This is an optimization exercise on Yosys and OpenROAD, whose aim is small area, not a production implementation.
Function was checked by simulation only, so behaviour that the tests miss may differ from the original.

==> flow/design.v (outline; a module is shown in full before it is edited, if it fits) <==
// module add_rc: 18 lines
// module add_r: 17 lines
// module inc_r: 15 lines
// module carry_r: 17 lines
// module cell_maj: 3 lines
// module cell_aoi222: 4 lines
// module cell_aoi22: 3 lines
// module sel31: 21 lines
// module sel10: 18 lines
// module sel8: 18 lines
// module mul_rows: 2887 lines
// module cell_o22ai: 3 lines
// module cell_xor2: 3 lines
// module cell_xnor2: 3 lines
// module mul_fa: 4 lines
// module mul_ha: 4 lines
// module core_top: 728 lines
module core_top (
    input wire clk_i,
    input wire rst_n_i,
    input wire irq_i,
    output wire [8'd32-1:0] ibus_addr_o,
    input wire [8'd32-1:0] ibus_data_i,
    output wire [8'd32-1:0] dbus_addr_o,
    output dbus_rd_o,
    output dbus_we_o,
    output wire [2:0] dbus_size_o,
    output wire [8'd32-1:0]dbus_data_o,
    input wire [8'd32-1:0] dbus_data_i
  );
  // ...
==> flow/run.sh <==
#!/bin/bash
# synth_recipe.tcl (not shown) runs the flow's synth.tcl, then flattens the netlist and writes it again
# the make line also repeats each setting of config.mk as NAME=value (left out here)
make -C /OpenROAD-flow-scripts/flow DESIGN_CONFIG=/design/flow/config.mk WORK_HOME=/design/flow/orfs CLKGATE_MAP_FILE= SYNTH_SCRIPT=/design/flow/synth_recipe.tcl finish
==> flow/config.mk <==
export PLATFORM = sky130hd
export DESIGN_NAME = core_top
export DESIGN_NICKNAME = core_top
export VERILOG_FILES = /design/flow/design.v
export SDC_FILE = /design/flow/constraint.sdc
export NUM_CORES = 4
export LEC_CHECK = 0
export CAP_MARGIN = 40
export CORE_MARGIN = 2
export CORE_UTILIZATION = 55
export CTS_BUF_LIST = sky130_fd_sc_hd__clkbuf_8
export PLACE_DENSITY = 0.62
export SLEW_MARGIN = 30
export SYNTH_HIERARCHICAL = 1
export SYNTH_MINIMUM_KEEP_SIZE = 0
==> flow/constraint.sdc <==
create_clock -name core_clock -period 25.0 [get_ports {clk_i}]
set_input_delay 5.0000 -clock core_clock [delete_from_list [all_inputs] [get_ports {clk_i}]]
set_output_delay 5.0000 -clock core_clock [all_outputs]
set_load 0.01 [all_outputs]
==> flow_summary.json, run 1 <==
{
  "grt_util_met3_pct": 18.4,
  "r2r_slack_ns": 5.51,
  "place_hpwl_um": 307000,
  "status": "no timing/DRC/antenna violations",
  "gr-usage-met1_pct": 61.5,
  "cp_top_family": "adder cells",
  "cap_violations": 0,
  "path_clk_slew_ns": 0.06,
  "hp-class": "flop to flop",
  "final_cell_mix": "edfxtp_1, a222oi_1, nand2_1, fa_1, xor2_1",
  "synth_top_area_share_pct": 31.7,
  "max_freq_ghz": 0.0513,
  "cts_setup_buffers": 0,
  "required_ns": 25.69,
  "met2_usage_pct": 63.9,
  "cts.path.max_buffers": 4,
  "ys_types": 92,
  "buffer_area_share_pct": 4.35,
  "top_regs": "rf.r: 992 flops, div_s: 65 flops, r_cycle: 64 flops",
  "multiInputGateArea_mm2": 0.0575,
  "inverters": 277,
  "crit_start": "idu_inst_data_t[22]$_DFFE_PN_",
  "regMostFlops": "rf.r",
  "maxSlewHeadroom_pct": 24.3,
  "fin_nets": 10400,
  "top_layer_used": "met5",
  "final-clk-cell-share_pct": 4.31,
  "coreArea_mm2": 0.188,
  "criticalPathCategory": "flop to flop",
  "die_area_mm2": 0.193,
  "chipWidth_um": 439,
  "final_area_mm2": 0.116,
  "ios": 168
}
==> module core_top, before the edit <==
module core_top (
    input wire clk_i,
    input wire rst_n_i,
    input wire irq_i,
    output wire [8'd32-1:0] ibus_addr_o,
    input wire [8'd32-1:0] ibus_data_i,
    output wire [8'd32-1:0] dbus_addr_o,
    output dbus_rd_o,
    output dbus_we_o,
    output wire [2:0] dbus_size_o,
    output wire [8'd32-1:0]dbus_data_o,
    input wire [8'd32-1:0] dbus_data_i
  );
  function [15:0] cinc16;
    input [15:0] s;
    input        c;
    integer k;
    reg [15:0] p;
    begin
      p[0] = 1'b1;
      for (k = 1; k < 16; k = k + 1)
        p[k] = p[k-1] & s[k-1];
      for (k = 0; k < 16; k = k + 1)
        cinc16[k] = s[k] ^ (c & p[k]);
    end
  endfunction
  function [81:0] idu_decode;
  input [31:0] inst_data_i;
  reg [6:0] inst_func7;
  reg [4:0] inst_rs2;
  reg [4:0] inst_rs1;
  reg [2:0] inst_func3;
  reg [4:0] inst_rd;
  reg [6:0] inst_opcode;
  reg inst_rs1_all0, inst_func3_all0, inst_rd_all0;
  reg inst_is_ecall, inst_is_ebreak, inst_is_mret, inst_is_wfi, inst_is_csrrx, inst_is_csrri;
  reg [1:0] inst_set;
  reg [6:0] inst_type;
  reg [19:0] uimm;
  reg [11:0] csr;
  reg [31:0] inst_func;
  reg reg_raddr1_vld, reg_raddr2_vld, reg_waddr_vld, imm_vld, csr_vld;
  begin
    inst_func7  = inst_data_i[31:25];
    inst_rs2    = inst_data_i[24:20];
    inst_rs1    = inst_data_i[19:15];
    inst_func3  = inst_data_i[14:12];
    inst_rd     = inst_data_i[11: 7];
    inst_opcode = inst_data_i[6: 0];
    inst_rs1_all0   = ~(|inst_rs1);
    inst_func3_all0 = ~(|inst_func3);
    inst_rd_all0    = ~(|inst_rd);
    inst_is_ecall  = (inst_data_i[31:20] == 12'h000) && inst_rs1_all0 && inst_func3_all0 && inst_rd_all0;
    inst_is_ebreak = (inst_data_i[31:20] == 12'h001) && inst_rs1_all0 && inst_func3_all0 && inst_rd_all0;
    inst_is_mret   = (inst_data_i[31:20] == 12'h302) && inst_rs1_all0 && inst_func3_all0 && inst_rd_all0;
    inst_is_wfi    = (inst_data_i[31:20] == 12'h105) && inst_rs1_all0 && inst_func3_all0;
    inst_is_csrrx  = (~inst_func3[2]) && (~inst_func3_all0);
    inst_is_csrri  = (inst_func3[2]) && (~inst_func3_all0);
    case (inst_opcode)
      7'b0000011, 7'b1100111, 7'b0010011: begin inst_set = 2'b01; inst_type = 7'b0000100; end
      7'b0010111, 7'b0110111:             begin inst_set = 2'b01; inst_type = 7'b0100000; end
      7'b0100011:                         begin inst_set = 2'b01; inst_type = 7'b0001000; end
      7'b0110011:                         begin inst_set = inst_func7[0] ? 2'b10 : 2'b01; inst_type = 7'b0000010; end
      7'b1010011, 7'b1000011, 7'b1000111, 7'b1001111, 7'b1001011:
                                          begin inst_set = 2'b00; inst_type = 7'b0000010; end
      7'b1100011:                         begin inst_set = 2'b01; inst_type = 7'b0010000; end
      7'b1101111:                         begin inst_set = 2'b01; inst_type = 7'b1000000; end
      7'b1110011:                         begin inst_set = 2'b01; inst_type = 7'b0000001; end
      default:                            begin inst_set = 2'b00; inst_type = 7'b0000000; end
    endcase
    uimm = 20'b0;
    csr  = 12'b0;
    case (inst_type)
      7'b0000100: uimm = {8'b0, inst_data_i[31:20]};
      7'b0001000: uimm = {8'b0, inst_data_i[31:25], inst_data_i[11:7]};
      7'b0010000: uimm = {8'b0, inst_data_i[31], inst_data_i[7], inst_data_i[30:25], inst_data_i[11:8]};
      7'b0100000: uimm = inst_data_i[31:12];
      7'b1000000: uimm = {inst_data_i[31], inst_data_i[19:12], inst_data_i[20], inst_data_i[30:21]};
      7'b0000001: begin
        uimm = inst_is_csrri ? {15'b0, inst_rs1} : 20'b0;
        csr  = {inst_func7, inst_rs2};
      end
      default: ;
    endcase
    inst_func = 32'b0_0_00_0000_0000_0000_0000_0000_0000_0000;
    case (inst_opcode)
      7'b0000011: begin
        case (inst_func3)
          3'b000  : inst_func = 32'b0_0_00_0000_0000_0000_0100_0000_0000_0000 | 32'b0_1_00_0000_0000_0000_0000_0000_0000_0000 | 32'b0_0_01_0000_0000_0000_0000_0000_0000_0000;
          3'b001  : inst_func = 32'b0_0_00_0000_0000_0000_0100_0000_0000_0000 | 32'b0_1_00_0000_0000_0000_0000_0000_0000_0000 | 32'b0_0_10_0000_0000_0000_0000_0000_0000_0000;
          3'b010  : inst_func = 32'b0_0_00_0000_0000_0000_0100_0000_0000_0000 | 32'b0_1_00_0000_0000_0000_0000_0000_0000_0000;
          3'b100 : inst_func = 32'b0_0_00_0000_0000_0000_0100_0000_0000_0000 | 32'b0_1_00_0000_0000_0000_0000_0000_0000_0000 | 32'b0_0_01_0000_0000_0000_0000_0000_0000_0000 | 32'b1_0_00_0000_0000_0000_0000_0000_0000_0000;
          3'b101 : inst_func = 32'b0_0_00_0000_0000_0000_0100_0000_0000_0000 | 32'b0_1_00_0000_0000_0000_0000_0000_0000_0000 | 32'b0_0_10_0000_0000_0000_0000_0000_0000_0000 | 32'b1_0_00_0000_0000_0000_0000_0000_0000_0000;
          default: ;
        endcase
      end
      7'b0010011: begin
        case (inst_func3)
          3'b000  : inst_func = 32'b0_0_00_0000_1000_0000_0000_0000_0000_0000 | 32'b0_1_00_0000_0000_0000_0000_0000_0000_0000;
          3'b001  : inst_func = 32'b0_0_00_0000_0010_0000_0000_0000_0000_0000 | 32'b0_1_00_0000_0000_0000_0000_0000_0000_0000;
          3'b010  : inst_func = 32'b0_0_00_0000_0000_0000_1000_0000_0000_0000 | 32'b0_1_00_0000_0000_0000_0000_0000_0000_0000;
          3'b011 : inst_func = 32'b0_0_00_0000_0000_0000_1000_0000_0000_0000 | 32'b0_1_00_0000_0000_0000_0000_0000_0000_0000 | 32'b1_0_00_0000_0000_0000_0000_0000_0000_0000;
          3'b100  : inst_func = 32'b0_0_00_0000_0000_0001_0000_0000_0000_0000 | 32'b0_1_00_0000_0000_0000_0000_0000_0000_0000;
          3'b101  : inst_func = (inst_func7[5] ? 32'b0_0_00_0000_0000_1000_0000_0000_0000_0000 : 32'b0_0_00_0000_0001_0000_0000_0000_0000_0000) | 32'b0_1_00_0000_0000_0000_0000_0000_0000_0000;
          3'b110   : inst_func = 32'b0_0_00_0000_0000_0100_0000_0000_0000_0000  | 32'b0_1_00_0000_0000_0000_0000_0000_0000_0000;
          3'b111  : inst_func = 32'b0_0_00_0000_0000_0010_0000_0000_0000_0000 | 32'b0_1_00_0000_0000_0000_0000_0000_0000_0000;
        endcase
      end
      7'b0010111: inst_func = 32'b0_0_00_0000_0000_0000_0000_0001_0000_0000;
      7'b0100011: begin
        case (inst_func3)
          3'b000 : inst_func = 32'b0_0_00_0000_0000_0000_0010_0000_0000_0000 | 32'b0_1_00_0000_0000_0000_0000_0000_0000_0000 | 32'b0_0_01_0000_0000_0000_0000_0000_0000_0000;
          3'b001 : inst_func = 32'b0_0_00_0000_0000_0000_0010_0000_0000_0000 | 32'b0_1_00_0000_0000_0000_0000_0000_0000_0000 | 32'b0_0_10_0000_0000_0000_0000_0000_0000_0000;
          3'b010 : inst_func = 32'b0_0_00_0000_0000_0000_0010_0000_0000_0000 | 32'b0_1_00_0000_0000_0000_0000_0000_0000_0000;
          default: ;
        endcase
      end
      7'b0110011: begin
        if (inst_func7[0]) begin
          case (inst_func3)
            3'b000    : inst_func = 32'b0_0_00_0000_1000_0000_0000_0000_0000_0000;
            3'b001   : inst_func = 32'b0_0_00_0000_1000_0000_0000_0000_0000_0000 | 32'b0_1_00_0000_0000_0000_0000_0000_0000_0000;
            3'b010 : inst_func = 32'b0_0_00_0000_1000_0000_0000_0000_0000_0000 | 32'b1_0_10_0000_0000_0000_0000_0000_0000_0000 | 32'b0_1_00_0000_0000_0000_0000_0000_0000_0000;
            3'b011  : inst_func = 32'b0_0_00_0000_1000_0000_0000_0000_0000_0000 | 32'b1_0_01_0000_0000_0000_0000_0000_0000_0000 | 32'b1_0_10_0000_0000_0000_0000_0000_0000_0000 | 32'b0_1_00_0000_0000_0000_0000_0000_0000_0000;
            3'b100    : inst_func = 32'b0_0_00_0000_0100_0000_0000_0000_0000_0000;
            3'b101   : inst_func = 32'b0_0_00_0000_0100_0000_0000_0000_0000_0000 | 32'b1_0_01_0000_0000_0000_0000_0000_0000_0000 | 32'b1_0_10_0000_0000_0000_0000_0000_0000_0000;
            3'b110    : inst_func = 32'b0_0_00_0000_0010_0000_0000_0000_0000_0000;
            3'b111   : inst_func = 32'b0_0_00_0000_0010_0000_0000_0000_0000_0000 | 32'b1_0_01_0000_0000_0000_0000_0000_0000_0000 | 32'b1_0_10_0000_0000_0000_0000_0000_0000_0000;
          endcase
        end else begin
          case (inst_func3)
            3'b000  : inst_func = (inst_func7[5] ? 32'b0_0_00_0000_0100_0000_0000_0000_0000_0000 : 32'b0_0_00_0000_1000_0000_0000_0000_0000_0000);
            3'b001  : inst_func = 32'b0_0_00_0000_0010_0000_0000_0000_0000_0000;
            3'b010  : inst_func = 32'b0_0_00_0000_0000_0000_1000_0000_0000_0000;
            3'b011 : inst_func = 32'b0_0_00_0000_0000_0000_1000_0000_0000_0000 | 32'b1_0_00_0000_0000_0000_0000_0000_0000_0000;
            3'b100  : inst_func = 32'b0_0_00_0000_0000_0001_0000_0000_0000_0000;
            3'b101  : inst_func = (inst_func7[5] ? 32'b0_0_00_0000_0000_1000_0000_0000_0000_0000 : 32'b0_0_00_0000_0001_0000_0000_0000_0000_0000);
            3'b110   : inst_func = 32'b0_0_00_0000_0000_0100_0000_0000_0000_0000;
            3'b111  : inst_func = 32'b0_0_00_0000_0000_0010_0000_0000_0000_0000;
          endcase
        end
      end
      7'b0110111: inst_func = 32'b0_0_00_0000_0000_0000_0000_0000_1000_0000 | 32'b0_1_00_0000_0000_0000_0000_0000_0000_0000;
      7'b1010011: begin
        inst_func[13] = inst_func7[0];
        case (inst_func7[6:2])
          5'b00000   : inst_func[12:0] = 14'b0_001_0000000_000;
          5'b00001   : inst_func[12:0] = 14'b0_001_1000000_000;
          5'b00010   : inst_func[12:0] = 14'b0_010_1000000_000;
          5'b00011   : inst_func[12:0] = 14'b0_100_1000000_000;
          5'b01011  : inst_func[12:0] = 14'b0_100_0100000_000;
          5'b00101   : inst_func[12:0] = inst_func3[0] ? 14'b0_001_0100000_001 : 14'b0_001_0100000_010;
          5'b10100   : inst_func[12:0] = inst_func3[0] ? 14'b0_001_0010000_010
                                         : inst_func3[1] ? 14'b0_001_0010000_001 : 14'b0_001_0010000_011;
          5'b00100  : inst_func[12:0] = inst_func3[0] ? 14'b0_001_0000100_001
                                         : inst_func3[1] ? 14'b0_001_0000100_010 : 14'b0_001_0000100_000;
          5'b11110  : inst_func[12:0] = 14'b0_001_0001000_010;
          5'b11100  : inst_func[12:0] = inst_func3[0] ? 14'b0_001_0000001_000 : 14'b0_001_0001000_001;
          5'b11010 : inst_func[12:0] = 14'b0_001_0000010_101;
          5'b11000 : inst_func[12:0] = 14'b0_001_0000010_011;
          5'b01000 : inst_func[12:0] = inst_func7[0] ? 14'b0_001_0000010_000 : 14'b0_001_0000010_001;
          default: ;
        endcase
      end
      7'b1100011: begin
        case (inst_func3)
          3'b000  : inst_func = 32'b0_0_00_0000_0000_0000_0000_1000_0000_0000 | 32'b0_0_00_1000_0000_0000_0000_0000_0000_0000;
          3'b001  : inst_func = 32'b0_0_00_0000_0000_0000_0000_1000_0000_0000 | 32'b0_0_00_0100_0000_0000_0000_0000_0000_0000;
          3'b100  : inst_func = 32'b0_0_00_0000_0000_0000_0000_1000_0000_0000 | 32'b0_0_00_0010_0000_0000_0000_0000_0000_0000;
          3'b101  : inst_func = 32'b0_0_00_0000_0000_0000_0000_1000_0000_0000 | 32'b0_0_00_0001_0000_0000_0000_0000_0000_0000 | 32'b0_0_00_1000_0000_0000_0000_0000_0000_0000;
          3'b110 : inst_func = 32'b0_0_00_0000_0000_0000_0000_1000_0000_0000 | 32'b0_0_00_0010_0000_0000_0000_0000_0000_0000 | 32'b1_0_00_0000_0000_0000_0000_0000_0000_0000;
          3'b111 : inst_func = 32'b0_0_00_0000_0000_0000_0000_1000_0000_0000 | 32'b0_0_00_0001_0000_0000_0000_0000_0000_0000 | 32'b0_0_00_1000_0000_0000_0000_0000_0000_0000 | 32'b1_0_00_0000_0000_0000_0000_0000_0000_0000;
          default: ;
        endcase
      end
      7'b1101111: inst_func = 32'b0_0_00_0000_0000_0000_0000_0100_0000_0000;
      7'b1100111: inst_func = 32'b0_0_00_0000_0000_0000_0000_0010_0000_0000;
      7'b1110011: begin
        case (inst_func3)
          3'b000: begin
            case ({inst_is_ecall, inst_is_ebreak, inst_is_mret, inst_is_wfi})
              4'b1000 : inst_func = 32'b0_0_00_0000_0000_0000_0000_0000_0100_0000;
              4'b0100 : inst_func = 32'b0_0_00_0000_0000_0000_0000_0000_0010_0000;
              4'b0010 : inst_func = 32'b0_0_00_0000_0000_0000_0000_0000_0001_0000;
              4'b0001 : inst_func = 32'b0_0_00_0000_0000_0000_0000_0000_0000_1000;
              default : inst_func = 32'b0_0_00_0000_0000_0000_0000_0000_0000_0000;
            endcase
          end
          3'b001  : inst_func = 32'b0_0_00_0000_0000_0000_0000_0000_0000_0100;
          3'b010  : inst_func = 32'b0_0_00_0000_0000_0000_0000_0000_0000_0010;
          3'b011  : inst_func = 32'b0_0_00_0000_0000_0000_0000_0000_0000_0001;
          3'b101 : inst_func = 32'b0_0_00_0000_0000_0000_0000_0000_0000_0100 | 32'b0_1_00_0000_0000_0000_0000_0000_0000_0000;
          3'b110 : inst_func = 32'b0_0_00_0000_0000_0000_0000_0000_0000_0010 | 32'b0_1_00_0000_0000_0000_0000_0000_0000_0000;
          3'b111 : inst_func = 32'b0_0_00_0000_0000_0000_0000_0000_0000_0001 | 32'b0_1_00_0000_0000_0000_0000_0000_0000_0000;
          default: ;
        endcase
      end
      default: ;
    endcase
    case (inst_type)
      7'b0000010: begin  
        reg_raddr1_vld = 1'b1; reg_raddr2_vld = 1'b1;
        reg_waddr_vld  = (inst_set != 2'b00);
      end
      7'b0000100: begin reg_raddr1_vld = 1'b1; reg_raddr2_vld = 1'b0; reg_waddr_vld = 1'b1; end  
      7'b0001000: begin reg_raddr1_vld = 1'b1; reg_raddr2_vld = 1'b1; reg_waddr_vld = 1'b0; end  
      7'b0010000: begin reg_raddr1_vld = 1'b1; reg_raddr2_vld = 1'b1; reg_waddr_vld = 1'b0; end  
      7'b0100000: begin reg_raddr1_vld = 1'b0; reg_raddr2_vld = 1'b0; reg_waddr_vld = 1'b1; end  
      7'b1000000: begin reg_raddr1_vld = 1'b0; reg_raddr2_vld = 1'b0; reg_waddr_vld = 1'b1; end  
      7'b0000001: begin reg_raddr1_vld = inst_is_csrrx; reg_raddr2_vld = 1'b0; reg_waddr_vld = 1'b1; end  
      default:    begin reg_raddr1_vld = 1'b0; reg_raddr2_vld = 1'b0; reg_waddr_vld = 1'b0; end
    endcase
    idu_decode = {reg_waddr_vld, csr, uimm,
                  {5{reg_waddr_vld}} & inst_rd,
                  {5{reg_raddr2_vld}} & inst_rs2,
                  {5{reg_raddr1_vld}} & inst_rs1,
                  inst_func, inst_set};
  end
endfunction
  wire hold_flag;
  wire jump_flag;
  wire [31:0] jump_addr;
  reg hold_stall_flag;
  reg jump_stall_flag;
  always @ (posedge clk_i or negedge rst_n_i)
  begin
    if (!rst_n_i)
    begin
      hold_stall_flag <= 1'b0;
      jump_stall_flag <= 1'b0;
    end
    else
    begin
      hold_stall_flag <= hold_flag;
      jump_stall_flag <= jump_flag;
    end
  end
  reg [31:0] pc;
  always @ (posedge clk_i or negedge rst_n_i)
  begin
    if (!rst_n_i)
      pc <= 32'h0;
    else if (jump_flag)
      pc <= jump_addr;
    else if (!hold_flag)
      pc <= pc_inc;
  end
  assign ibus_addr_o = pc;
  wire [29:0] pc_inc_hi;
  inc_r #(30) u_pc_inc (.a(pc[31:2]), .ci(1'b1), .s(pc_inc_hi));
  wire [31:0] pc_inc = {pc_inc_hi, pc[1:0]};
  reg [31:0] idu_inst_data_t;
  always @ (posedge clk_i)
  begin
    if (!hold_stall_flag)
      idu_inst_data_t <= ibus_data_i;
  end
  wire [31:0] ex_inst = idu_inst_data_t;
  reg         ex_vld;
  wire [81:0] dec = idu_decode(ex_inst);
  wire        dec_waddr_vld = dec[81];
  wire [11:0] dec_csr       = dec[80:69];
  wire [19:0] dec_uimm      = dec[68:49];
  wire [4:0]  dec_waddr     = dec[48:44];
  wire [4:0]  dec_raddr2    = dec[43:39];
  wire [4:0]  dec_raddr1    = dec[38:34];
  wire [31:0] dec_func      = dec[33:2];
  wire [1:0]  dec_set       = dec[1:0];
  wire [4:0]  rf_waddr;
  wire        rf_we;
  wire [31:0] rf_wdata;
  wire [31:0] xreg [0:31];
  assign xreg[0] = 32'b0;
  genvar g;
  generate
    for (g = 1; g < 32; g = g + 1)
    begin : rf
      reg [31:0] r;
      always @ (posedge clk_i)
      begin
        if (rf_we && (rf_waddr == g))
          r <= rf_wdata;
      end
      assign xreg[g] = r;
    end
  endgenerate
  wire [4:0] ex_rs1 = ex_inst[19:15];
  wire [4:0] ex_rs2 = ex_inst[24:20];
  wire [31:0] rsel1;
  wire [31:0] rsel2;
  wire [1023:0] rdat;
  assign rsel1[0] = 1'b0;
  assign rsel2[0] = 1'b0;
  assign rdat[31:0] = 32'b0;
  generate
    for (g = 1; g < 32; g = g + 1)
    begin : rsel
      assign rsel1[g] = (ex_rs1 == g);
      assign rsel2[g] = (ex_rs2 == g);
      assign rdat[32*g +: 32] = xreg[g];
    end
  endgenerate
  wire [31:0] ex_r1;
  wire [31:0] ex_r2;
  sel31 u_rs1 (.sel(rsel1[31:1]), .d(rdat[1023:32]), .y(ex_r1));
  sel31 u_rs2 (.sel(rsel2[31:1]), .d(rdat[1023:32]), .y(ex_r2));
  wire int_req;
  wire flush_flag = jump_flag || jump_stall_flag || hold_flag;
  always @ (posedge clk_i or negedge rst_n_i)
  begin
    if (!rst_n_i)
      ex_vld <= 1'b0;
    else
      ex_vld <= ~flush_flag;
  end
  wire [1:0]  ex_set       = {2{ex_vld}} & dec_set;
  wire [31:0] ex_func      = {32{ex_vld}} & dec_func;
  wire        ex_waddr_vld = ex_vld & dec_waddr_vld;
  wire [4:0]  ex_waddr     = dec_waddr;
  wire [11:0] ex_csr       = dec_csr;
  wire [19:0] ex_uimm      = dec_uimm;
  wire set_i = ex_set[0];
  wire set_m = ex_set[1];
  wire [31:0] f = ex_func;
  wire subop_unsign = f[31];
  wire subop_immv   = f[30];
  wire op_add   = set_i & f[23];
  wire op_sub   = set_i & f[22];
  wire op_sll   = set_i & f[21];
  wire op_srl   = set_i & f[20];
  wire op_sra   = set_i & f[19];
  wire op_or    = set_i & f[18];
  wire op_and   = set_i & f[17];
  wire op_xor   = set_i & f[16];
  wire op_slt   = set_i & f[15];
  wire op_load  = set_i & f[14];
  wire op_store = set_i & f[13];
  wire op_b     = set_i & f[11];
  wire op_jal   = set_i & f[10];
  wire op_jalr  = set_i & f[9];
  wire op_auipc = set_i & f[8];
  wire op_lui   = set_i & f[7];
  wire op_csrrw = set_i & f[2];
  wire op_csrrs = set_i & f[1];
  wire op_csrrc = set_i & f[0];
  wire op_csr   = op_csrrw | op_csrrs | op_csrrc;
  wire op_mul   = set_m & f[23];
  wire op_div   = set_m & f[22];
  wire op_rem   = set_m & f[21];
  wire [31:0] imm12s = {{20{ex_uimm[11]}}, ex_uimm[11:0]};
  wire [31:0] imm12z = {20'b0, ex_uimm[11:0]};
  wire [31:0] op1_data = (op_csr & subop_immv) ? {27'b0, ex_uimm[4:0]} : ex_r1;
  wire [31:0] op2_data = (op_slt | op_load | op_store) ? (subop_immv ? imm12s : ex_r2)
                       : op_csr ? 32'b0
                       : (subop_immv ? (subop_unsign ? imm12z : imm12s) : ex_r2);
  wire        alu_sub = op_sub | op_slt | op_b;
  wire [31:0] alu_b   = op_jalr ? imm12s : op2_data;
  wire        ext1    = ~subop_unsign & op1_data[31];
  wire        ext2    = ~subop_unsign & alu_b[31];
  wire [32:0] alu_bx  = {ext2, alu_b} ^ {33{alu_sub}};
  wire [32:0] alu_a = {ext1, op1_data};
  wire [16:0] alu_lo;
  wire        alu_c17;
  wire [15:0] alu_h0;
  add_rc #(17) u_alu_lo (.a(alu_a[16:0]),  .b(alu_bx[16:0]),  .ci(alu_sub), .s(alu_lo), .co(alu_c17));
  add_r  #(16) u_alu_h0 (.a(alu_a[32:17]), .b(alu_bx[32:17]), .s(alu_h0), .co());
  wire [32:0] alu_sum = {cinc16(alu_h0, alu_c17), alu_lo};
  wire alu_zero = ~(|alu_sum[31:0]);
  wire alu_neg  = alu_sum[32];
  wire bxx_valid = (~subop_unsign & ((f[27] & alu_zero) | (f[26] & ~alu_zero) | (f[25] & alu_neg) | (f[24] & ~alu_neg)))
                 | ( subop_unsign & ((f[25] & alu_neg) | (f[24] & ~alu_neg)));
  wire [28:0] pc_hi_dec = pc[31:3] - 29'd1;
  wire [31:0] inst_addr = {pc_hi_dec, pc[2:0]};
  wire [31:0] link_addr = pc[2] ? {pc[31:3], 1'b0, pc[1:0]} : {pc_hi_dec, 1'b1, pc[1:0]};
  wire [31:0] pc_off = op_b   ? {{19{ex_uimm[11]}}, ex_uimm[11:0], 1'b0}
                     : op_jal ? {{11{ex_uimm[11]}}, ex_uimm[19:0], 1'b0}
                     :          {ex_uimm[19:0], 12'b0};
  wire [31:0] pc_sum;
  add_r #(32) u_pc_add (.a(inst_addr), .b(pc_off), .s(pc_sum), .co());
  wire u1 = f[31] & f[28];
  wire u2 = f[31] & f[29];
  wire [4:0] shamt = op2_data[4:0];
  wire       sh_right = op_srl | op_sra;
  wire [31:0] sh_dec = 32'b1 << shamt;
  wire [31:0] sh_onehot;
  assign sh_onehot[0] = sh_dec[0];
  generate
    for (g = 1; g < 32; g = g + 1)
    begin : shsel
      assign sh_onehot[g] = sh_right ? sh_dec[32 - g] : sh_dec[g];
    end
  endgenerate
  wire [31:0] mul_b  = set_m ? ex_r2 : sh_onehot;
  wire        mul_as = set_m ? ~u1 : op_sra;
  wire        mul_bs = set_m & ~u2;
  wire        mul_hi = set_m ? f[30] : (sh_right & (shamt != 5'd0));
  wire [63:0] mul_x;
  wire [63:0] mul_y;
  mul_rows u_mul_rows (
             .a_i  (ex_r1),
             .b_i  (mul_b),
             .as_i (mul_as),
             .bs_i (mul_bs),
             .x_o  (mul_x),
             .y_o  (mul_y)
           );
  wire [15:0] mul_l0, mul_m0, mul_a0, mul_b0;
  wire        mul_c16, mul_cm0, mul_ca0;
  add_r  #(16) u_mul_l0 (.a(mul_x[15:0]),  .b(mul_y[15:0]),  .s(mul_l0), .co(mul_c16));
  add_r  #(16) u_mul_m0 (.a(mul_x[31:16]), .b(mul_y[31:16]), .s(mul_m0), .co(mul_cm0));
  add_r  #(16) u_mul_a0 (.a(mul_x[47:32]), .b(mul_y[47:32]), .s(mul_a0), .co(mul_ca0));
  add_r  #(16) u_mul_b0 (.a(mul_x[63:48]), .b(mul_y[63:48]), .s(mul_b0), .co());
  wire        mul_c32 = mul_cm0 | (mul_c16 & (&mul_m0));
  wire        mul_c48 = mul_ca0 | (mul_c32 & (&mul_a0));
  wire [31:0] mul_lo  = {cinc16(mul_m0, mul_c16), mul_l0};
  wire [31:0] mul_hs  = {cinc16(mul_b0, mul_c48), cinc16(mul_a0, mul_c32)};
  wire [31:0] mul_res = mul_hi ? mul_hs : mul_lo;
  wire div_sa = ~u1 & ex_r1[31];
  wire div_sb = ~u2 & ex_r2[31];
  wire [31:0] div_a;
  wire [31:0] div_b;
  inc_r #(32) u_div_nega (.a(ex_r1 ^ {32{div_sa}}), .ci(div_sa), .s(div_a));
  inc_r #(32) u_div_negb (.a(ex_r2 ^ {32{div_sb}}), .ci(div_sb), .s(div_b));
  wire        div_start = op_div | op_rem;
  wire        div_bz    = ~(|div_b);
  wire        div_age;
  carry_r #(32) u_div_cmp (.a(div_a), .b(~div_b), .ci(1'b1), .co(div_age));
  wire        div_bgt   = ~div_age;
  reg [5:0]  div_cnt;
  reg [31:0] div_d;
  reg [64:0] div_s;
  reg        div_early;
  reg        div_zero;
  reg        div_qs;
  reg        div_rs;
  reg        div_op;
  reg [4:0]  div_waddr;
  always @ (posedge clk_i or negedge rst_n_i)
  begin
    if (!rst_n_i)
      div_cnt <= 6'd33;
    else if (div_start)
      div_cnt <= (div_bz | div_bgt) ? 6'd32 : 6'd0;
    else if (div_cnt <= 6'd32)
      div_cnt <= div_cnt + 6'd1;
  end
  wire div_step = (div_cnt < 6'd32);
  wire div_stop = (div_cnt == 6'd32);
  wire [32:0] div_u    = div_s[63:31];
  wire [32:0] div_t;
  add_rc #(33) u_div_step (.a(div_u), .b({1'b0, div_d} ^ {33{~div_u[32]}}), .ci(~div_u[32]), .s(div_t), .co());
  always @ (posedge clk_i)
  begin
    div_s <= div_start ? {33'b0, div_a} : {div_t, div_s[30:0], ~div_t[32]};
  end
  always @ (posedge clk_i)
  begin
    if (div_start)
    begin
      div_d     <= div_b;
      div_early <= div_bz | div_bgt;
      div_zero  <= div_bz;
      div_qs    <= div_sa ^ div_sb;
      div_rs    <= div_sa;
      div_op    <= op_div;
      div_waddr <= ex_waddr;
    end
  end
  wire [31:0] div_rem_b;
  add_r #(32) u_div_back (.a(div_s[63:32]), .b(div_d), .s(div_rem_b), .co());
  wire [31:0] div_rem_c = div_s[64] ? div_rem_b : div_s[63:32];
  wire [31:0] div_q_t   = div_zero ? 32'hffff_ffff : (div_early ? 32'b0 : div_s[31:0]);
  wire [31:0] div_r_t   = div_early ? div_s[31:0] : div_rem_c;
  wire [31:0] div_v     = div_op ? div_q_t : div_r_t;
  wire        div_n     = div_op ? div_qs : div_rs;
  wire [31:0] div_res;
  inc_r #(32) u_div_negr (.a(div_v ^ {32{div_n}}), .ci(div_n), .s(div_res));
  wire [31:0] csr_rdata;
  wire [31:0] exu_csr_wdata = ({32{op_csrrw}} & op1_data)
                            | ({32{op_csrrs}} & (csr_rdata | op1_data))
                            | ({32{op_csrrc}} & (csr_rdata & ~op1_data));
  wire exu_csr_waddr_vld = ~int_req & op_csr;
  wire sel_adder = op_add | op_sub | op_load | op_store;
  wire sel_mul   = op_sll | op_srl | op_sra | op_mul;
  wire [31:0] logic_res = op_or ? (op1_data | op2_data) : op_and ? (op1_data & op2_data) : (op1_data ^ op2_data);
  wire [31:0] iresult_w;
  sel8 u_res (.sel({sel_adder, sel_mul, op_or | op_and | op_xor, op_jal | op_jalr, op_auipc,
                    op_csr, op_lui, div_stop}),
              .d({alu_sum[31:0], mul_res, logic_res, link_addr, pc_sum,
                  csr_rdata, ex_uimm, 12'b0, div_res}),
              .y(iresult_w));
  wire [31:0] iresult = {iresult_w[31:1], iresult_w[0] | (op_slt & alu_neg)};
  wire exu_jump_flag = (op_b & bxx_valid) | op_jal | op_jalr;
  wire [31:0] exu_jump_addr = op_jalr ? {alu_sum[31:1], 1'b0} : pc_sum;
  wire mem_en_flag = ~int_req & (op_load | op_store);
  wire exu_hold_flag = ~int_req & (op_store | op_load | div_step | op_div | op_rem);
  wire [4:0] reg_waddr_wb = div_stop ? div_waddr : ({5{ex_waddr_vld}} & ex_waddr);
  wire       reg_waddr_wb_vld = div_stop | ex_waddr_vld;
  wire [31:0] csr_mtvec;
  wire [31:0] csr_mepc;
  wire [31:0] csr_mstatus;
  localparam S_IDLE = 3'd0;
  localparam S_MEPC = 3'd1;
  localparam S_MSTATUS = 3'd2;
  localparam S_MCAUSE = 3'd3;
  localparam S_MRET = 3'd4;
  wire op_ecall  = set_i & f[6];
  wire op_ebreak = set_i & f[5];
  wire op_mret   = set_i & f[4];
  reg [1:0] irq;
  always @ (posedge clk_i or negedge rst_n_i)
  begin
    if (!rst_n_i)
      irq <= 2'b00;
    else
      irq <= {irq[0], irq_i};
  end
  reg irq_vld_temp;
  wire irq_vld = (~irq[1] & irq[0]) | irq_vld_temp;
  wire global_int_en = csr_mstatus[3];
  wire global_int_si = csr_mstatus[31];
  wire trap_sw  = op_ecall | op_ebreak;
  wire trap_irq = global_int_en & irq_vld;
  wire trap_si  = global_int_en & global_int_si;
  wire st_mepc  = trap_sw | (~op_mret & (trap_irq | trap_si));
  wire st_mret  = ~trap_sw & op_mret;
  wire st_idle  = ~st_mepc & ~st_mret;
  always @ (posedge clk_i or negedge rst_n_i)
  begin
    if (!rst_n_i)
      irq_vld_temp <= 1'b0;
    else
      irq_vld_temp <= st_idle & irq_vld;
  end
  wire [2:0] cause_sel = trap_sw ? (op_ecall ? 3'd1 : 3'd2)
                       : trap_irq ? 3'd3 : 3'd4;
  wire [31:0] clint_inst_addr = inst_addr;
  wire [31:0] clint_jump_addr = exu_jump_addr - 32'h4;
  wire [31:0] break_addr_n = exu_jump_flag ? clint_jump_addr : clint_inst_addr;
  reg [2:0]  csr_state;
  reg [2:0]  break_cause;
  always @ (posedge clk_i or negedge rst_n_i)
  begin
    if (!rst_n_i)
    begin
      csr_state   <= S_IDLE;
      break_cause <= 3'd0;
    end
    else
    begin
      case (csr_state)
        S_IDLE: begin
          if (st_mepc)
          begin
            csr_state   <= S_MEPC;
            break_cause <= cause_sel;
          end
          else if (st_mret)
          begin
            csr_state   <= S_MRET;
            break_cause <= 3'd0;
          end
        end
        S_MEPC:    csr_state <= S_MSTATUS;
        S_MSTATUS: csr_state <= S_MCAUSE;
        S_MCAUSE:  csr_state <= S_IDLE;
        default:   csr_state <= S_IDLE;
      endcase
    end
  end
  wire [31:0] break_cause_val = (break_cause == 3'd1) ? 32'd11
                              : (break_cause == 3'd2) ? 32'd3
                              : (break_cause == 3'd3) ? 32'h8000_0003
                              : (break_cause == 3'd4) ? 32'h8000_0004
                              : 32'd0;
  reg [1:0]  int_waddr;
  reg [31:0] int_wdata;
  always @ (posedge clk_i or negedge rst_n_i)
  begin
    if (!rst_n_i)
      int_waddr <= 2'd0;
    else
    begin
      case (csr_state)
        S_MEPC:    int_waddr <= 2'd1;
        S_MSTATUS: int_waddr <= 2'd2;
        S_MCAUSE:  int_waddr <= 2'd3;
        S_MRET:    int_waddr <= 2'd2;
        default:   int_waddr <= 2'd0;
      endcase
    end
  end
  always @ (posedge clk_i)
  begin
    case (csr_state)
      S_IDLE:    int_wdata <= break_addr_n;
      S_MSTATUS: int_wdata <= {csr_mstatus[31:4], 1'b0, csr_mstatus[2:0]};
      S_MCAUSE:  int_wdata <= break_cause_val;
      S_MRET:    int_wdata <= {csr_mstatus[31:4], csr_mstatus[7], csr_mstatus[2:0]};
      default:   ;
    endcase
  end
  wire int_csr_vld = (int_waddr != 2'd0);
  wire [11:0] int_csr_waddr = (int_waddr == 2'd1) ? 12'h341
                            : (int_waddr == 2'd2) ? 12'h300
                            : (int_waddr == 2'd3) ? 12'h342
                            : 12'h000;
  reg        int_req_r;
  reg [31:0] int_addr;
  wire [29:0] mtvec_inc;
  inc_r #(30) u_mtvec_inc (.a(csr_mtvec[31:2]), .ci(1'b1), .s(mtvec_inc));
  wire [31:0] mtvec_adj = (break_cause == 3'd4) ? {mtvec_inc, csr_mtvec[1:0]} : csr_mtvec;
  always @ (posedge clk_i or negedge rst_n_i)
  begin
    if (!rst_n_i)
      int_req_r <= 1'b0;
    else
      int_req_r <= (csr_state == S_MCAUSE) | (csr_state == S_MRET);
  end
  always @ (posedge clk_i)
  begin
    int_addr <= (csr_state == S_MRET) ? csr_mepc : mtvec_adj;
  end
  assign int_req = int_req_r;
  wire int_hold_flag = (csr_state != S_IDLE) | int_csr_vld;
  assign hold_flag = exu_hold_flag | int_hold_flag;
  assign jump_flag = exu_jump_flag | int_req;
  assign jump_addr = int_req ? int_addr : exu_jump_addr;
  wire [11:0] csr_waddr = int_csr_vld ? int_csr_waddr : ex_csr;
  wire        csr_we    = exu_csr_waddr_vld | int_csr_vld;
  wire [31:0] csr_wdata = int_csr_vld ? int_wdata : exu_csr_wdata;
  reg [31:0] r_mtvec, r_mepc, r_mcause, r_mie, r_mip, r_mtval, r_mscratch, r_mstatus;
  reg [63:0] r_cycle;
  wire [63:0] cycle_inc;
  inc_r #(64) u_cycle_inc (.a(r_cycle), .ci(1'b1), .s(cycle_inc));
  always @ (posedge clk_i or negedge rst_n_i)
  begin
    if (!rst_n_i)
      r_cycle <= 64'h0;
    else
      r_cycle <= cycle_inc;
  end
  always @ (posedge clk_i or negedge rst_n_i)
  begin
    if (!rst_n_i)
    begin
      r_mtvec    <= 32'h0;
      r_mepc     <= 32'h0;
      r_mcause   <= 32'h0;
      r_mie      <= 32'h0;
      r_mip      <= 32'h0;
      r_mtval    <= 32'h0;
      r_mscratch <= 32'h0;
      r_mstatus  <= 32'h0000_0060;
    end
    else if (csr_we)
    begin
      case (csr_waddr)
        12'h305    : r_mtvec    <= csr_wdata;
        12'h341     : r_mepc     <= csr_wdata;
        12'h342   : r_mcause   <= csr_wdata;
        12'h304      : r_mie      <= csr_wdata;
        12'h344      : r_mip      <= csr_wdata;
        12'h343    : r_mtval    <= csr_wdata;
        12'h340 : r_mscratch <= csr_wdata;
        12'h300  : r_mstatus  <= csr_wdata;
        default: ;
      endcase
    end
  end
  wire [9:0] csr_rsel = {ex_csr == 12'h305,  ex_csr == 12'h341,  ex_csr == 12'h342,
                         ex_csr == 12'h304,    ex_csr == 12'h344,   ex_csr == 12'h343,
                         ex_csr == 12'h340, ex_csr == 12'h300,
                         ex_csr == 12'hc80, ex_csr == 12'hc00};
  sel10 u_csr_rd (.sel(csr_rsel),
                  .d({r_mtvec, r_mepc, r_mcause, r_mie, r_mip, r_mtval, r_mscratch, r_mstatus,
                      r_cycle[63:32], r_cycle[31:0]}),
                  .y(csr_rdata));
  assign csr_mtvec   = r_mtvec;
  assign csr_mepc    = r_mepc;
  assign csr_mstatus = r_mstatus;
  reg [4:0] mau_func_t;    
  reg [1:0] mau_addr_t;
  always @ (posedge clk_i)
  begin
    mau_func_t <= {f[31], f[29:28], f[14:13]};
    mau_addr_t <= iresult[1:0];
  end
  wire st_byte = (f[29:28] == 2'b01);
  wire st_half = (f[29:28] == 2'b10);
  wire st_word = (f[29:28] == 2'b00);
  assign dbus_addr_o = alu_sum[31:0];
  assign dbus_size_o = {st_word, st_half, st_byte};
  assign dbus_data_o = st_byte ? {4{ex_r2[7:0]}} : st_half ? {2{ex_r2[15:0]}} : ex_r2;
  assign dbus_rd_o   = mem_en_flag & ~hold_stall_flag & f[14];
  assign dbus_we_o   = mem_en_flag & ~hold_stall_flag & f[13];
  wire ld_vld  = hold_stall_flag & mau_func_t[1];
  wire ld_sign = ~mau_func_t[4];
  wire [7:0] ld_b8 = (mau_addr_t == 2'd0) ? dbus_data_i[7:0]
                   : (mau_addr_t == 2'd1) ? dbus_data_i[15:8]
                   : (mau_addr_t == 2'd2) ? dbus_data_i[23:16]
                   :                        dbus_data_i[31:24];
  wire [15:0] ld_h16 = mau_addr_t[1] ? dbus_data_i[31:16] : dbus_data_i[15:0];
  wire [31:0] ld_data = (mau_func_t[3:2] == 2'b01) ? {{24{ld_sign & ld_b8[7]}}, ld_b8}
                      : (mau_func_t[3:2] == 2'b10) ? {{16{ld_sign & ld_h16[15]}}, ld_h16}
                      : (mau_func_t[3:2] == 2'b00) ? dbus_data_i
                      : 32'b0;
  reg [4:0] mau_reg_addr;
  reg       mau_reg_addr_vld;
  always @ (posedge clk_i or negedge rst_n_i)
  begin
    if (!rst_n_i)
    begin
      mau_reg_addr     <= 5'b0;
      mau_reg_addr_vld <= 1'b0;
    end
    else
    begin
      mau_reg_addr     <= reg_waddr_wb;
      mau_reg_addr_vld <= reg_waddr_wb_vld;
    end
  end
  wire [4:0] wb_addr = ld_vld ? mau_reg_addr : reg_waddr_wb;
  wire       wb_vld  = ld_vld ? mau_reg_addr_vld : (reg_waddr_wb_vld & ~exu_hold_flag);
  assign rf_waddr = wb_addr;
  assign rf_we    = wb_vld & (wb_addr != 5'd0);
  assign rf_wdata = ld_vld ? ld_data : iresult;
endmodule
==> run 2, diff against run 1 <==
--- a/flow/design.v
+++ b/flow/design.v
@@ -3457,14 +3457,13 @@
   wire div_sb = ~u2 & ex_r2[31];
   wire [31:0] div_a;
-  wire [31:0] div_b;
   inc_r #(32) u_div_nega (.a(ex_r1 ^ {32{div_sa}}), .ci(div_sa), .s(div_a));
-  inc_r #(32) u_div_negb (.a(ex_r2 ^ {32{div_sb}}), .ci(div_sb), .s(div_b));
   wire        div_start = op_div | op_rem;
-  wire        div_bz    = ~(|div_b);
+  wire        div_bz    = ~(|ex_r2);
   wire        div_age;
-  carry_r #(32) u_div_cmp (.a(div_a), .b(~div_b), .ci(1'b1), .co(div_age));
+  carry_r #(32) u_div_cmp (.a(div_a), .b(ex_r2 ^ {32{~div_sb}}), .ci(~div_sb), .co(div_age));
   wire        div_bgt   = ~div_age;
   reg [5:0]  div_cnt;
-  reg [31:0] div_d;
+  reg [31:0] div_d;       
+  reg        div_dsb;     
   reg [64:0] div_s;
   reg        div_early;
@@ -3486,6 +3485,8 @@
   wire div_stop = (div_cnt == 6'd32);
   wire [32:0] div_u    = div_s[63:31];
+  wire        div_add = div_u[32];
+  wire        div_m   = ~(div_add ^ div_dsb);
   wire [32:0] div_t;
-  add_rc #(33) u_div_step (.a(div_u), .b({1'b0, div_d} ^ {33{~div_u[32]}}), .ci(~div_u[32]), .s(div_t), .co());
+  add_rc #(33) u_div_step (.a(div_u), .b({~div_add, div_d ^ {32{div_m}}}), .ci(div_m), .s(div_t), .co());
   always @ (posedge clk_i)
   begin
@@ -3496,5 +3497,6 @@
     if (div_start)
     begin
-      div_d     <= div_b;
+      div_d     <= ex_r2;
+      div_dsb   <= div_sb;
       div_early <= div_bz | div_bgt;
       div_zero  <= div_bz;
@@ -3506,5 +3508,5 @@
   end
   wire [31:0] div_rem_b;
-  add_r #(32) u_div_back (.a(div_s[63:32]), .b(div_d), .s(div_rem_b), .co());
+  add_rc #(32) u_div_back (.a(div_s[63:32]), .b(div_d ^ {32{div_dsb}}), .ci(div_dsb), .s(div_rem_b), .co());
   wire [31:0] div_rem_c = div_s[64] ? div_rem_b : div_s[63:32];
   wire [31:0] div_q_t   = div_zero ? 32'hffff_ffff : (div_early ? 32'b0 : div_s[31:0]);
==> flow/flow/run.sh (new file) <==
#!/bin/bash
# Layout flow: the standard flow (standard.sh, unchanged), with one
# change to clock tree synthesis: no dummy loads are added to balance the
# leaf clusters.  The CTS arguments are the standard ones otherwise
# (sink clustering, clock net repair, buffer list from config.mk).
# Each tool's full output goes to standard.log in this folder.
set -o pipefail
export CTS_ARGS="-sink_clustering_enable -repair_clock_nets -buf_list sky130_fd_sc_hd__clkbuf_8 -dont_use_dummy_load"
bash standard.sh > standard.log 2>&1
==> flow/standard.sh (new file) <==
#!/bin/bash
# synth_recipe.tcl (not shown) runs the flow's synth.tcl, then flattens the netlist and writes it again
# the make line also repeats each setting of config.mk as NAME=value (left out here)
make -C /OpenROAD-flow-scripts/flow DESIGN_CONFIG=/design/flow/config.mk WORK_HOME=/design/flow/orfs CLKGATE_MAP_FILE= SYNTH_SCRIPT=/design/flow/synth_recipe.tcl "${@:-finish}"
removed: flow/run.sh
==> run 2 against run 1 <==
Effect of this change: non-clock buffer count up 36; die area up 0.16%; sequential share of layout area up 0.24 points; area after synthesis up 0.16%; core utilization down 0.34 points; count of clock-buffer cells in the layout down 17; worst hold slack better by 0.010 ns; first-iteration DRC count down 2.4%; routed wire length up 2.0%; critical path type unchanged; critical endpoint is now rf[8].r[25]$_DFFE_PP_.
==> flow_summary.json, run 2 <==
{
  "status": "no timing/DRC/antenna violations",
  "yosysWarnings": 7,
  "synth_adder_area_share_pct": 16.8,
  "fin_nets": 10200,
  "tns_ns": 0,
  "coreArea_mm2": 0.188,
  "crit_slowest_cell": "edfxtp_1",
  "drcViolationCount": 0,
  "chipWidth_um": 439,
  "criticalPathCategory": "flop to flop",
  "routed_via_density": 7.65,
  "synth_top_cells_by_count": "edfxtp_1, a222oi_1, xor2_1",
  "synth.area.mux_share_pct": 4.85,
  "path_clk_slew_ns": 0.05,
  "die_h_um": 439,
  "ctsResizeCount": 0,
  "cpPeakStageDelay_ns": 0.74,
  "finalMaxSlewViolations": 0,
  "synth_seq_cells": 1587,
  "root_buffer": "clkbuf_8",
  "mostFrequentLayoutCell": "edfxtp_1",
  "ys_types": 106,
  "grt_setup_unrepaired": "false",
  "totalWireLength_um": 468000,
  "wl_met2_um": 191000,
  "finish.utilization_pct": 61.6,
  "maxSlewHeadroom_pct": 27.9,
  "yosys.area_share.simple_pct": 7.51,
  "cp_common_cell": "fa_1",
  "synth_top_family_by_area": "compound AO/OA/AOI/OAI gates",
  "timing_hold_violations_final": 0,
  "row_count": 159,
  "grt_first_pass_wirelength_um": 644000,
  "ys_top_cells_by_area": "edfxtp_1, fa_1, dfrtp_1",
  "first_pass_iters": 20,
  "synth_cells": 8631,
  "numCtsBuffers": 286,
  "cap_violations": 0,
  "gp_congestion": 1.07,
  "routedWlPerCell_um": 40.1,
  "final_area_mm2": 0.116,
  "grt_pass1_vias": 84900,
  "cts_tree": "built",
  "finalSetupViolations": 0,
  "grt_use_total_pct": 47.3,
  "die_area_mm2": 0.193,
  "clk_latency_ns": 1.09,
  "syn-cell-area_mm2": 0.104,
  "async_flop_share_pct": 23.9,
  "final_cell_mix": "edfxtp_1, a222oi_1, xor2_1, fa_1, o22ai_1",
  "area_growth_pct": 11.0,
  "fin_hold_ws_ns": 0.376,
  "cts.path.max_buffers": 4,
  "place_area_mm2": 0.112,
  "fin_cells": 11700,
  "drive_gt1_share_pct": 14.7,
  "crit_fanout": 31,
  "hp-class": "flop to flop",
  "place_hpwl_um": 314000,
  "htreeDepth": 5,
  "antenna_found_initial": 37,
  "postRouteAntennaNets": 0,
  "yosysMostFrequentCell": "edfxtp_1",
  "top_layer_used": "met5",
  "hold_depth": 0,
  "largest_register_ffs": 992,
  "top_regs": "rf.r: 992 flops, div_s: 65 flops, r_cycle: 64 flops",
  "n_fill_cell": 15100,
  "synth_ff_type": "edfxtp_1",
  "met3_length_um": 75100,
  "synth_compound_area_share_pct": 17.0,
  "crit_path_end_kind": "flop",
  "fin_skew_ns": 0.152,
  "grt_overflow": 0,
  "synth-xor-area-share_pct": 7.90,
  "ios": 168,
  "placed_cells_incl_taps": 11300,
  "synth_top_area_share_pct": 31.7,
  "crit_arrival_ns": 20.96,
  "startpoint_type": "flop",
  "start_util_pct": 55.5,
  "drtIter0Drc": 19000,
  "wl_met1_um": 165000,
  "port_buffers": 167,
  "synth_edf_count": 1099,
  "regMostFlops": "rf.r",
  "cts_setup_buffers": 0,
  "period_needed_ns": 20.33,
  "tightest_slew_ns": 1.08,
  "vias": 89300,
  "ys_seq_area_share_pct": 42.8,
  "synth_largest_area_cell": "edfxtp_1",
  "reg2reg_depth": 58,
  "max_freq_ghz": 0.0492,
  "cts.sinks": 1587,
  "grt_max_degree": 95,
  "hold_buffers": 0,
  "syn_area_per_cell_um2": 12.1,
  "required_ns": 25.63,
  "period_share_pct": 81.3
}
-- run 2: kinds of logic after synthesis --
logic type / Yosys count
muxes: 468
xor gates and xnor gates: 940
DFF: 1587
adders and majority gates: 1011
and+or+nand+nor: 1647
other: 4
AOI/OAI and AO/OA: 2302
buffers and inverters: 672
-- run 2: area by class of cell --
class                   count  area [µm²]  share of cell area (%)
well taps                2495        3120                    2.70
flip-flops and latches   1587       44700                    38.6
clock buffers             286        3940                    3.40
inverters                 228         856                   0.739
multi-input cells        6416       57900                    50.0
repair buffers            620        5170                    4.47
diodes                     45         113                  0.0973
-- run 2: path summary, 6_finish.rpt --
| check | start | end | slack (ns) |
|---|---|---|---|
| worst max-delay path | idu_inst_data_t[21]$_DFFE_PN_ | rf[8].r[25]$_DFFE_PP_ | 4.67 |
| worst min-delay path | irq[0]$_DFF_PN0_ | irq[1]$_DFF_PN0_ | 0.38 |
| worst max register to register | idu_inst_data_t[21]$_DFFE_PN_ | rf[8].r[25]$_DFFE_PP_ | 4.67 |
| worst min register to register | irq[0]$_DFF_PN0_ | irq[1]$_DFF_PN0_ | 0.38 |
| max in group asynchronous | rst_n_i | r_mtvec[24]$_DFFE_PN0P_ | 19.69 |
| min in group asynchronous | rst_n_i | pc[26]$_DFFE_PN0P_ | 4.04 |
-- run 2: critical path, delay by kind of cell, from the launching register on --
| kind | cells | cell delay (ns) |
|---|---|---|
| xor+xnor | 2 | 0.37 |
| compound gates | 8 | 1.47 |
| flops | 1 | 0.74 |
| buf+inv | 8 | 2.71 |
| fa+ha+maj | 22 | 9.29 |
| simple gates | 17 | 5.21 |
| mux | 1 | 0.10 |
-- run 2: Yosys stat by module (local to each module, per instance), excerpt --
module | flip-flops and latches | cell area, µm² | cells inside | times used
sel31 | 0 | 915 | 131 | 2
cell_o22ai | 0 | 6.26 | 1 | 559
mul_ha | 0 | 12.5 | 1 | 238
cell_maj | 0 | 11.3 | 1 | 32
cell_xnor2 | 0 | 8.76 | 1 | 16
core_top | 1587 | 66600 | 5027 | 1
mul_fa | 0 | 20.0 | 1 | 655
cell_xor2 | 0 | 8.76 | 1 | 543
cell_aoi222 | 0 | 10.0 | 1 | 800
sel8 | 0 | 452 | 70 | 1
sel10 | 0 | 354 | 67 | 1
mul_rows | 0 | 2200 | 362 | 1
-- run 2: routing by layer --
metal / track usage [%] / vias to the layer above
met5: 0.149 / -
met4: 31.9 / 30
met3: 20.4 / 1724
met2: 65.2 / 8295
met1: 60.2 / 44300
li1: - / 34900
-- run 2: metrics by stage --
step	setup WS (ns)
2_1_floorplan	2.52
3_3_place_gp	5.11
3_5_place_dp	5.37
4_1_cts	5.37
5_1_grt	4.15
6_report	4.67
==> run 3, diff against run 2 <==
==> flow/flow/run.sh (replaced) <==
#!/bin/bash
# Layout flow: the standard flow (standard.sh, unchanged), with one
# change to clock tree synthesis: no dummy loads are added to balance the
# leaf clusters, and sink clusters of up to 12 registers within 150 um.
# The CTS arguments are the standard ones otherwise
# (sink clustering, clock net repair, buffer list from config.mk).
# Each tool's full output goes to standard.log in this folder.
set -o pipefail
export CTS_ARGS="-sink_clustering_enable -repair_clock_nets -buf_list sky130_fd_sc_hd__clkbuf_8 -dont_use_dummy_load -sink_clustering_size 12 -sink_clustering_max_diameter 150"
bash standard.sh > standard.log 2>&1
--- a/flow/config.mk
+++ b/flow/config.mk
@@ -6,10 +6,10 @@
 export NUM_CORES = 4
 export LEC_CHECK = 0
-export CAP_MARGIN = 40
+export CAP_MARGIN = 20
 export CORE_MARGIN = 2
-export CORE_UTILIZATION = 55
+export CORE_UTILIZATION = 45
 export CTS_BUF_LIST = sky130_fd_sc_hd__clkbuf_8
-export PLACE_DENSITY = 0.62
-export SLEW_MARGIN = 30
+export PLACE_DENSITY = 0.55
+export SLEW_MARGIN = 20
 export SYNTH_HIERARCHICAL = 1
 export SYNTH_MINIMUM_KEEP_SIZE = 0
==> run 3 against run 2 <==
Effect of this change: still clean on timing, DRC and antenna; sequential share of layout area is 0.47 points higher; core utilization decreased by 12 points; non-clock buffer count fell by 22; clock skew increased by 0.011 ns; area after synthesis unchanged; worst hold slack got worse by 0.050 ns; critical path type unchanged; highest routed layer unchanged.
==> flow_summary.json, run 3 <==
{
  "chipWidth_um": 485,
  "tightest_slew_ns": 1.26,
  "placed_cells_incl_taps": 11900,
  "fin_nets": 10000,
  "criticalPathCategory": "flop to flop",
  "coreArea_mm2": 0.230,
  "antenna_found_initial": 41,
  "fin_skew_ns": 0.163,
  "startpoint_type": "flop",
  "htreeDepth": 4,
  "cap_violations": 0,
  "top_regs": "rf.r: 992 flops, div_s: 65 flops, r_cycle: 64 flops",
  "crit_path_end_kind": "flop",
  "crit_buf_inv": 5,
  "synth_largest_area_cell": "edfxtp_1",
  "syn_area_per_cell_um2": 12.1,
  "routedWlPerCell_um": 41.8,
  "grt_use_total_pct": 41.5,
  "crit_arrival_ns": 21.84,
  "clk_latency_ns": 1.03,
  "grt_overflow": 0,
  "largest_register_ffs": 992,
  "drtIter0Drc": 20000,
  "regMostFlops": "rf.r",
  "tns_ns": 0,
  "r2r_slack_ns": 3.79,
  "cts.sinks": 1587,
  "synth_edf_count": 1099,
  "regToRegStartpoint": "idu_inst_data_t[21]$_DFFE_PN_",
  "cts_tree": "built",
  "cp_common_cell": "fa_1",
  "grt_setup_unrepaired": "false",
  "syn-cell-area_mm2": 0.104,
  "cts_setup_buffers": 0,
  "hold_depth": 0,
  "synth_ff_type": "edfxtp_1",
  "hp-class": "flop to flop",
  "port_buffers": 167,
  "status": "no timing/DRC/antenna violations",
  "fin_cells": 12000,
  "first_pass_iters": 14,
  "gp_congestion": 1.04,
  "min_to": "irq[1]$_DFF_PN0_",
  "totalWireLength_um": 503000,
  "cts.path.max_buffers": 3,
  "routed_via_density": 7.35,
  "min_from": "irq[0]$_DFF_PN0_",
  "start_util_pct": 45.3,
  "path_clk_slew_ns": 0.09,
  "period_share_pct": 84.8,
  "grt_first_pass_wirelength_um": 683000,
  "final_cell_mix": "edfxtp_1, a222oi_1, xor2_1, fa_1, o22ai_1",
  "yosysMostFrequentCell": "edfxtp_1",
  "synth_top_cells_by_count": "edfxtp_1, a222oi_1, xor2_1",
  "mostFrequentLayoutCell": "edfxtp_1",
  "cpPeakStageDelay_ns": 1.01,
  "cp_top_family": "adder cells",
  "reg2reg_depth": 54,
  "ys_top_cells_by_area": "edfxtp_1, fa_1, dfrtp_1",
  "timing_hold_violations_final": 0,
  "maxSlewHeadroom_pct": 16.1,
  "area_growth_pct": 9.67,
  "die_h_um": 485,
  "max_freq_ghz": 0.0471,
  "drive_gt1_share_pct": 13.2,
  "crit_fanout": 33,
  "numCtsBuffers": 151,
  "fin_hold_ws_ns": 0.326,
  "n_fill_cell": 20500,
  "root_buffer": "clkbuf_8",
  "vias": 88400,
  "synth_cells": 8631,
  "yosysWarnings": 7,
  "period_needed_ns": 21.21,
  "synth_top_area_share_pct": 31.7,
  "crit_slowest_cell": "nor4b_1",
  "ios": 168,
  "row_count": 176,
  "grt_max_degree": 157,
  "async_flop_share_pct": 23.9,
  "ys_seq_area_share_pct": 42.8,
  "ys_types": 106,
  "hold_buffers": 0,
  "required_ns": 25.63,
  "postRouteAntennaNets": 0,
  "finalMaxSlewViolations": 0,
  "place_hpwl_um": 345000,
  "grt_pass1_vias": 84000,
  "ctsResizeCount": 0,
  "r2r-end": "rf[16].r[30]$_DFFE_PP_",
  "die_area_mm2": 0.236,
  "synth_seq_cells": 1587,
  "finalSetupViolations": 0,
  "drcViolationCount": 0
}
==> run 3: cell count changes in the layout (fill, tap and decap cells not counted), sizes merged <==
cell    previous run  this run
clkbuf           289       151
diode             45        17
buf              451       432
clkinv             3         2
inv              225       226
==> run 3: cells by family after synthesis <==
| kind of cell | count (synthesis) | synth area share [%] |
|---|---|---|
| buffers and inverters | 672 | 3.10 |
| DFF | 1587 | 42.8 |
| muxes | 468 | 4.85 |
| AOI/OAI and AO/OA | 2302 | 17.0 |
| and+or+nand+nor | 1647 | 7.51 |
| xor gates and xnor gates | 940 | 7.90 |
| other | 4 | 0.0144 |
| adders and majority gates | 1011 | 16.8 |
==> run 3: worst reg2reg max path: cells and delay by family (launching register included) <==
kind                     cells  cell delay [ns]
adder cells (fa/ha/maj)     22             9.33
AND/OR/NAND/NOR             16             6.03
AO/OA/AOI/OAI                8             2.14
buffers and inverters        5             2.08
flip-flops                   1             0.86
XOR/XNOR                     2             0.36
multiplexers                 1             0.10
==> run 3: area by class of cell <==
cell class / count / area [µm²] / share of cell area (%)
multi-input cells: 6416 / 57900 / 50.6
flip-flops and latches: 1587 / 44700 / 39.1
repair buffers: 598 / 5030 / 4.40
well taps: 3026 / 3790 / 3.31
clock buffers: 151 / 2080 / 1.82
inverters: 228 / 856 / 0.749
diodes: 17 / 42.5 / 0.0372
==> run 3: routing by layer <==
metal  wire, µm  vias up  track usage (%)
met1     188000    44600             54.6
li1           -    34500                -
met3      77200     1562             16.7
met2     203000     7638             57.7
met5        783        -             1.12
met4      34400       50             23.0
==> run 3: per-stage QoR <==
stage	instance area, µm²	util [%]	setup WS (ns)
floorplan	104000	-	2.52
global placement	112000	48.7	4.84
global route	114000	49.7	3.56
CTS	114000	49.6	4.44
finish	114000	49.7	3.79
detailed placement	112000	48.7	4.47
==> run 3: modules after synthesis, one instance, submodules excluded, a selection <==
module / copies in the design / cells inside / flops+latches
sel8: 1 / 70 / 0
cell_xor2: 543 / 1 / 0
sel31: 2 / 131 / 0
mul_fa: 655 / 1 / 0
core_top: 1 / 5027 / 1587
cell_xnor2: 16 / 1 / 0
mul_ha: 238 / 1 / 0
mul_rows: 1 / 362 / 0
cell_o22ai: 559 / 1 / 0
cell_maj: 32 / 1 / 0
==> run 3: worst max path at each step <==
stage                                  start                      to  slack, ns  cells past startpoint
2_1_floorplan  idu_inst_data_t[20]$_DFFE_PN_  rf[10].r[25]$_DFFE_PP_       2.52                     53
3_3_place_gp   idu_inst_data_t[21]$_DFFE_PN_  rf[17].r[31]$_DFFE_PP_       4.84                     54
3_5_place_dp   idu_inst_data_t[21]$_DFFE_PN_  rf[30].r[31]$_DFFE_PP_       4.47                     54
4_1_cts        idu_inst_data_t[21]$_DFFE_PN_  rf[10].r[25]$_DFFE_PP_       4.44                     54
5_1_grt        idu_inst_data_t[21]$_DFFE_PN_  rf[25].r[30]$_DFFE_PP_       3.56                     54
6_report       idu_inst_data_t[21]$_DFFE_PN_  rf[16].r[30]$_DFFE_PP_       3.79                     54

afterwards: timing with drivers on the ports:
How much do the figures lean on ideal ports? The routed layouts below were timed once more, with nothing changed but the port constraints. Step 1 sets driving cells, clkbuf_16 on the clock port and buf_2 on the other inputs (assumed; they add their load-dependent delay and slew). Step 2 moves the port delays by t, midway between the first and last clock arrival at a register: inputs arrive t later, outputs are due t later. That takes back most of the time a late clock gives input paths. a / b / c = ideal ports / drivers / drivers and shift; a / b = the first two.
| run | shift t [ns] | setup slack, ns | worst setup path after step 2 | worst slew at a driven data input, ns |
|---|---|---|---|---|
| run 1 | 1.139 | 5.512 / 5.512 / 5.512 | register to register | 0.06 |
| run 2 | 1.107 | 4.666 / 4.622 / 4.666 | register to register | 0.08 |
| run 3 | 1.046 | 3.790 / 3.790 / 3.790 | register to register | 0.10 |
After both steps every run listed still meets setup and hold.
